This is an optimization exercise on Yosys and OpenROAD, whose aim is small area, a short achievable clock period and few clock cycles per item, not a production implementation. For this run, only the layout was checked, not whether the RTL still works. Power is estimated from default activity; no workload was simulated.

==> design/flow/run.sh <==
#!/bin/bash
# synth_recipe.tcl (not shown) runs the flow's synth.tcl, then flattens the netlist and writes it again
# the make line also repeats each setting of config.mk as NAME=value (left out here)
make -C /OpenROAD-flow-scripts/flow DESIGN_CONFIG=/design/flow/config.mk WORK_HOME=/design/flow/orfs CLKGATE_MAP_FILE= SYNTH_SCRIPT=/design/flow/synth_recipe.tcl finish
==> design/flow/config.mk <==
export PLATFORM = sky130hd
export DESIGN_NAME = bnn_layer0
export DESIGN_NICKNAME = bnn_layer0
export VERILOG_FILES = /design/flow/design.v
export SDC_FILE = /design/flow/constraint.sdc
export NUM_CORES = 4
export LEC_CHECK = 0
export CAP_MARGIN = 20
export CORE_MARGIN = 2
export CORE_UTILIZATION = 40
export PLACE_DENSITY = 0.6
export SETUP_SLACK_MARGIN = 3.7
export SLEW_MARGIN = 20
export SYNTH_HIERARCHICAL = 1
export SYNTH_MINIMUM_KEEP_SIZE = 0
==> design/flow/constraint.sdc <==
create_clock -name core_clock -period 6.0 [get_ports {clk}]
set_input_delay 1.2000 -clock core_clock [delete_from_list [all_inputs] [get_ports {clk}]]
set_output_delay 1.2000 -clock core_clock [all_outputs]
set_load 0.01 [all_outputs]
==> design/flow/design.v <==
module bnn_layer0 (
    input  wire        clk,
    input  wire        reset_n,
    input  wire        i_run,
    output wire        o_idle,
    output wire        o_done,
    output wire [6:0]  addr_input,
    output wire        ce_input,
    input  wire [27:0] q_input,
    output wire [1:0]  addr_weight,
    output wire        ce_weight,
    input  wire [26:0] q_weight,
    output wire [6:0]  addr_output,
    output wire        we_output,
    output wire [25:0] d_output
);
localparam LAT = 3;             
localparam END = 88 + LAT;        
reg        busy;
reg  [6:0] cnt;                   
reg  [1:0] m3;                    
reg        ce_in;
reg  [6:0] a_in;
reg  [1:0] rch;
reg        we;
reg  [6:0] a_out;
reg  [1:0] och;
reg        done;
reg        idle;                    
wire start = i_run & ~busy;
always @(posedge clk or negedge reset_n) begin
    if (!reset_n) begin
        busy  <= 1'b0;
        cnt   <= 7'd0;
        m3    <= 2'd0;
        ce_in <= 1'b0;
        we    <= 1'b0;
        done  <= 1'b0;
        idle  <= 1'b1;
    end else begin
        done <= busy && (cnt == END);
        idle <= busy ? (cnt == END) : ~i_run;
        if (start) begin
            busy <= 1'b1;
            cnt  <= 7'd1;
            m3   <= 2'd1;
        end else if (busy) begin
            cnt <= cnt + 7'd1;
            m3  <= (m3 == 2'd2) ? 2'd0 : m3 + 2'd1;
            if (cnt == END) busy <= 1'b0;
        end
        ce_in <= start | (busy && (cnt <= 7'd83));
        we <= busy && (cnt >= 10 + LAT) && (cnt <= 87 + LAT);
    end
end
always @(posedge clk) begin
    if (start) begin
        a_in <= 7'd0;
        rch  <= 2'd0;
    end else if (ce_in) begin
        if (rch == 2'd2) begin
            rch  <= 2'd0;
            a_in <= a_in - 7'd55;
        end else begin
            rch  <= rch + 2'd1;
            a_in <= a_in + 7'd28;
        end
    end
    if (start) begin
        a_out <= 7'd0;
        och   <= 2'd0;
    end else if (we) begin
        if (och == 2'd2) begin
            och   <= 2'd0;
            a_out <= a_out - 7'd51;
        end else begin
            och   <= och + 2'd1;
            a_out <= a_out + 7'd26;
        end
    end
end
assign o_idle      = idle;
assign o_done      = done;
assign addr_input  = a_in;
assign ce_input    = ce_in;
assign addr_weight = m3;
assign ce_weight   = busy;
assign addr_output = a_out;
assign we_output   = we;
reg [27:0] qd1, qd2;              
reg [26:0] w_reg;                 
always @(posedge clk) begin
    qd1   <= q_input;
    qd2   <= qd1;
    w_reg <= q_weight;
end
reg [27:0] win [0:8];
wire ld = busy && (m3 == 2'd1);   
always @(posedge clk) begin
    if (ld) begin
        win[0] <= win[1]; win[1] <= win[2]; win[2] <= qd2;
        win[3] <= win[4]; win[4] <= win[5]; win[5] <= qd1;
        win[6] <= win[7]; win[7] <= win[8]; win[8] <= q_input;
    end
end
wire [25:0] res;
genvar c, s, k;
generate
    for (c = 0; c < 26; c = c + 1) begin : g_col
        wire [26:0] mt;
        for (s = 0; s < 9; s = s + 1) begin : g_slot
            for (k = 0; k < 3; k = k + 1) begin : g_k
                assign mt[s*3 + k] = win[s][27 - c - k] ^ w_reg[26 - (s*3 + k)];
            end
        end
        bnn_col u_col (.clk(clk), .m(mt), .o(res[25 - c]));   
    end
endgenerate
reg [25:0] d_out;
always @(posedge clk) d_out <= res;
assign d_output = d_out;
endmodule
module bnn_col (
    input  wire        clk,
    input  wire [26:0] m,
    output wire        o
);
wire s1;
wire c2;
wire s3;
wire c4;
wire s5;
wire c6;
wire s7;
wire c8;
wire s9;
wire c10;
wire s11;
wire c12;
wire s13;
wire c14;
wire s15;
wire c16;
wire s17;
wire c18;
wire s19;
wire c20;
wire s21;
wire c22;
wire s23;
wire c24;
wire s25;
wire c26;
wire s27;
wire c28;
wire s29;
wire c30;
wire s31;
wire c32;
wire s33;
wire c34;
wire s35;
wire c36;
wire s37;
wire c38;
wire s39;
wire c40;
wire s41;
wire c42;
wire s43;
wire c44;
wire s45;
wire c46;
bnn_fa u_s1 (.a(m[0]), .b(m[1]), .c(m[2]), .s(s1), .co(c2));
bnn_fa u_s3 (.a(m[3]), .b(m[4]), .c(m[5]), .s(s3), .co(c4));
bnn_fa u_s5 (.a(m[6]), .b(m[7]), .c(m[8]), .s(s5), .co(c6));
bnn_fa u_s7 (.a(m[9]), .b(m[10]), .c(m[11]), .s(s7), .co(c8));
bnn_fa u_s9 (.a(m[12]), .b(m[13]), .c(m[14]), .s(s9), .co(c10));
bnn_fa u_s11 (.a(m[15]), .b(m[16]), .c(m[17]), .s(s11), .co(c12));
bnn_fa u_s13 (.a(m[18]), .b(m[19]), .c(m[20]), .s(s13), .co(c14));
bnn_fa u_s15 (.a(m[21]), .b(m[22]), .c(m[23]), .s(s15), .co(c16));
bnn_fa u_s17 (.a(m[24]), .b(m[25]), .c(m[26]), .s(s17), .co(c18));
bnn_fa u_s19 (.a(s1), .b(s3), .c(s5), .s(s19), .co(c20));
bnn_fa u_s21 (.a(s7), .b(s9), .c(s11), .s(s21), .co(c22));
bnn_fa u_s23 (.a(s13), .b(s15), .c(s17), .s(s23), .co(c24));
assign c26 = (r1_s19 & r1_s21) | (r1_s19 & r1_s23) | (r1_s21 & r1_s23);
bnn_fa u_s27 (.a(c2), .b(c4), .c(c6), .s(s27), .co(c28));
bnn_fa u_s29 (.a(c8), .b(c10), .c(c12), .s(s29), .co(c30));
bnn_fa u_s31 (.a(c14), .b(c16), .c(c18), .s(s31), .co(c32));
bnn_fa u_s33 (.a(r1_c20), .b(r1_c22), .c(r1_c24), .s(s33), .co(c34));
bnn_fa u_s35 (.a(r1_s27), .b(r1_s29), .c(r1_s31), .s(s35), .co(c36));
bnn_fa u_s37 (.a(c26), .b(s33), .c(s35), .s(s37), .co(c38));
bnn_fa u_s39 (.a(r1_c28), .b(r1_c30), .c(r1_c32), .s(s39), .co(c40));
bnn_fa u_s41 (.a(c34), .b(c36), .c(s39), .s(s41), .co(c42));
assign s43 = r1_c38 ^ r1_s41;
assign c44 = r1_c38 & r1_s41;
bnn_fa u_s45 (.a(r1_c40), .b(r1_c42), .c(c44), .s(s45), .co(c46));
reg r1_c20;
reg r1_c22;
reg r1_c24;
reg r1_c28;
reg r1_c30;
reg r1_c32;
reg r1_c38;
reg r1_c40;
reg r1_c42;
reg r1_s19;
reg r1_s21;
reg r1_s23;
reg r1_s27;
reg r1_s29;
reg r1_s31;
reg r1_s37;
reg r1_s41;
always @(posedge clk) begin
    r1_c20 <= c20;
    r1_c22 <= c22;
    r1_c24 <= c24;
    r1_c28 <= c28;
    r1_c30 <= c30;
    r1_c32 <= c32;
    r1_c38 <= c38;
    r1_c40 <= c40;
    r1_c42 <= c42;
    r1_s19 <= s19;
    r1_s21 <= s21;
    r1_s23 <= s23;
    r1_s27 <= s27;
    r1_s29 <= s29;
    r1_s31 <= s31;
    r1_s37 <= s37;
    r1_s41 <= s41;
end
assign o = ~(c46 | 1'b0 | (s45 & s43 & r1_s37));
endmodule
module bnn_fa (input wire a, input wire b, input wire c, output wire s, output wire co);
assign s  = a ^ b ^ c;
assign co = (a & b) | (a & c) | (b & c);
endmodule
==> impl_metrics.toml <==
[outcome]
outcome = "finished clean"

[logic_synthesis]
synth_top_family_by_area = "adder cells"
synthSimpleGateAreaFrac = 0.00904
yosysTopAreaCell = "dfxtp_1"
synth-seq-cells = 835
synthesis.nets = 3031
synth-seq-area-share = 0.502
synthFlopType = "dfxtp_1"
synth_compound_area_frac = 0.0128
syn_area_per_cell_um2 = 16.1
ys_top_cells_by_area = "dfxtp_1 30%, fa_1 28%, edfxtp_1 20%, xor2_1 16%, ha_1 1.1%"
synth_fa_ha_area_frac = 0.303
synth_warnings = 9
synthMuxAreaShare = 0.00107
ys_types = 47
synth-xor-area-share = 0.161
netlist_instances = 2392
synthArstFlopShare = 0.0168
synth_edf_count = 252
synth_area_um2 = 38500
synth_top_area_frac = 0.296

[die]
fp.dieH_um = 314
ios = 105
die_w_um = 314
die_area_um2 = 98700
rows = 113
fp.coreArea_um2 = 95200
initial_core_util = 0.405

[drt]
drt_iter0_markers = 971
detail_route.wl_per_cell_um = 21.5
drtPass1Iterations = 5
ant_nets = 0
routed_via_density = 4.68
via_count = 18200
wl_mm = 83.8
drcViolationCount = 0

[global_routing]
grt_max_degree = 83
grt_pass1_vias = 21600
track_usage = 0.179
overflow = 0
grt_pass1_wl_mm = 133
antenna_found_initial = 2

[setup_path]
worst_path_max_delay_cell = "dfstp_2"
arrival_ns = 1.27
cp_top_family = "flip-flops"
cp_data_required_time_ns = 4.80
crit_fanout = 1
worstPathCellList = "buf_6"
worst_path_largest_cell_delay_ns = 0.53
start_kind = "flop"
path_buf_inv = 1
critPathCaptureType = "primary output"
path_class = "flop to primary output"

[layout]
area_growth_pct = 15.3
num-fill-cells = 8232
antennaDiodeCount = 0
fin_util = 0.467
nets = 3189
mostFrequentLayoutCells = "705 x xor2_1, 546 x fa_1, 513 x dfxtp_1"
layout_commonest_cell = "xor2_1"
drive_gt1_frac = 0.126
top_register = "win"
largest_reg_flops = 252
largestRegisters = "win x252, qd1 x28, qd2 x28"

[clock_network]
clk_latency_ns = 0.65
cts_sinks = 835
clock_path_buffers = 3
cts_made_buffers = 93
hold_buffers = 0
cts.clk_slew.worst_paths_ns = 0.06
htreeDepth = 3
cts_root_buf = "clkbuf_16"
cts_tree = "yes"

[run]
maxCapViolCount = 0

[min_path]
hp-class = "flop to flop"

[sta]
setup_violations = 0
fmax_ghz = 0.404
hold_viol = 0
rsz0062_at_grt = "true"
tightest_slew_ns = 0.696
finalMaxSlewViolations = 0
layout_min_cycle_time_ns = 2.47
finClkSkew_ns = 0.0274
setup_tns_ns = 0
fin_hold_ws_ns = 0.345
slew_headroom = 0.536
fin_crit_sh = 0.412

[placed_design]
gp_congestion = 0.772
io_buffer_count = 104
dp_hpwl_mm = 56.2

[power]
p_per_area_nw_per_um2 = 657
power_mw = 29.2
ir_drop_uv = 393
p_leak_nw = 17.4
[path summary, 6_finish.rpt]
path	startpoint	to	slack, ns	cells after the start
min	qd1[6]	qd2[6]	0.34	0
max in group asynchronous	reset_n	we	4.63	1
max reg2reg	w_reg[6]	g_col[17].u_col.r1_s23	3.77	4
min reg2reg	qd1[6]	qd2[6]	0.34	0
min in group asynchronous	reset_n	m3[1]	0.93	1
max	idle	o_idle	3.53	1
[Yosys cell counts (all sizes together) (2+ instances only)]
master and instances:
o211ai 3, nor2 16, mux2i 3, o31ai 8
ha 35, fa 546, or3 2, a31oi 27
inv 8, dfrtp 13, nand3 4, nor2b 4
xor2 705, nand2b 7, nor3 6, a21o 4
dfxtp 569, clkbuf 3, maj3 26, nand4 2
buf 83, o21ai 14, or4 2, a21oi 17
or2 3, edfxtp 252, nand2 14
[where the power goes]
group | internal, mW | switching, mW
Clock | 3.45 | 2.30
Sequential | 9.23 | 2.05
Combinational | 5.72 | 6.42
Total | 18.4 | 10.8
[modules after synthesis, one instance, submodules excluded]
module      flip-flops and latches  area, um2  cells
bnn_col                         17        370     20
bnn_fa                           0       20.0      1
bnn_layer0                     393      17900   1326
[per-stage QoR]
stage          instance area, um2  setup WS (ns)  cells
6_report                    44400           3.53   3895
5_1_grt                     44400           3.49   3895
4_1_cts                     44300           3.48   3895
2_1_floorplan               38500           2.93   2392
3_3_place_gp                40900           2.78   3700
3_5_place_dp                40900           2.76   3700
[metal layers]
metal  share of wire  track usage  up-vias
met1            0.45        0.251     9681
li1                -            -     8004
met4           0.020       0.0475        0
met3           0.049       0.0293      108
met5               0            0        -
met2            0.48        0.290      418
[area by class of cell]
cell class | instances | area (um2) | share of cell area
Clock buffer | 146 | 2900 | 0.0653
Clock inverter | 29 | 250 | 0.00564
Tap cell | 1265 | 1580 | 0.0357
Sequential cell | 835 | 19400 | 0.437
Inverter | 8 | 30.0 | 0.000676
Multi-Input combinational cell | 1463 | 18700 | 0.422
Timing Repair Buffer | 149 | 1480 | 0.0334
[timing repair]
action,in CTS,in global routing
setup buffers,19,0
pin swaps,0,0
endpoints found under the setup margin,415,96
hold endpoints to repair,0,0
gates resized for setup,277,20
cloned,1,0
[cells by family (layout without fill, tap and decap cells)]
kind of cell | after synthesis | in the layout
flip-flops | 835 | 835
adder cells (fa/ha/maj) | 607 | 607
AO/OA/AOI/OAI | 80 | 80
buffers and inverters | 94 | 332
XOR/XNOR | 706 | 706
AND/OR/NAND/NOR | 66 | 66
multiplexers | 4 | 4

[afterwards: timing with drivers on the ports]
How much do the figures lean on ideal ports? The routed layout below was timed once more, with nothing changed but the port constraints. Step 1: set_driving_cell puts a clkbuf_16 on clk and a buf_2 on each other input, an assumption about the parent block. Step 2, shift: input delay + t, output delay - t, t = (earliest + latest rising clock arrival at the registers) / 2. This alone moves slack from input paths to output paths. a / b / c = ideal ports / drivers / drivers and shift; a / b = the first two.
shift t [ns]: 0.708
setup slack, ns: 3.527 / 3.459 / 3.344
worst setup path after step 2: input to register
cell pins on the clock port's net: 1
After both steps setup and hold are still met in this run. For this run, drivers alone change the setup slack by -0.068 ns; drivers and shift together by -0.183 ns.
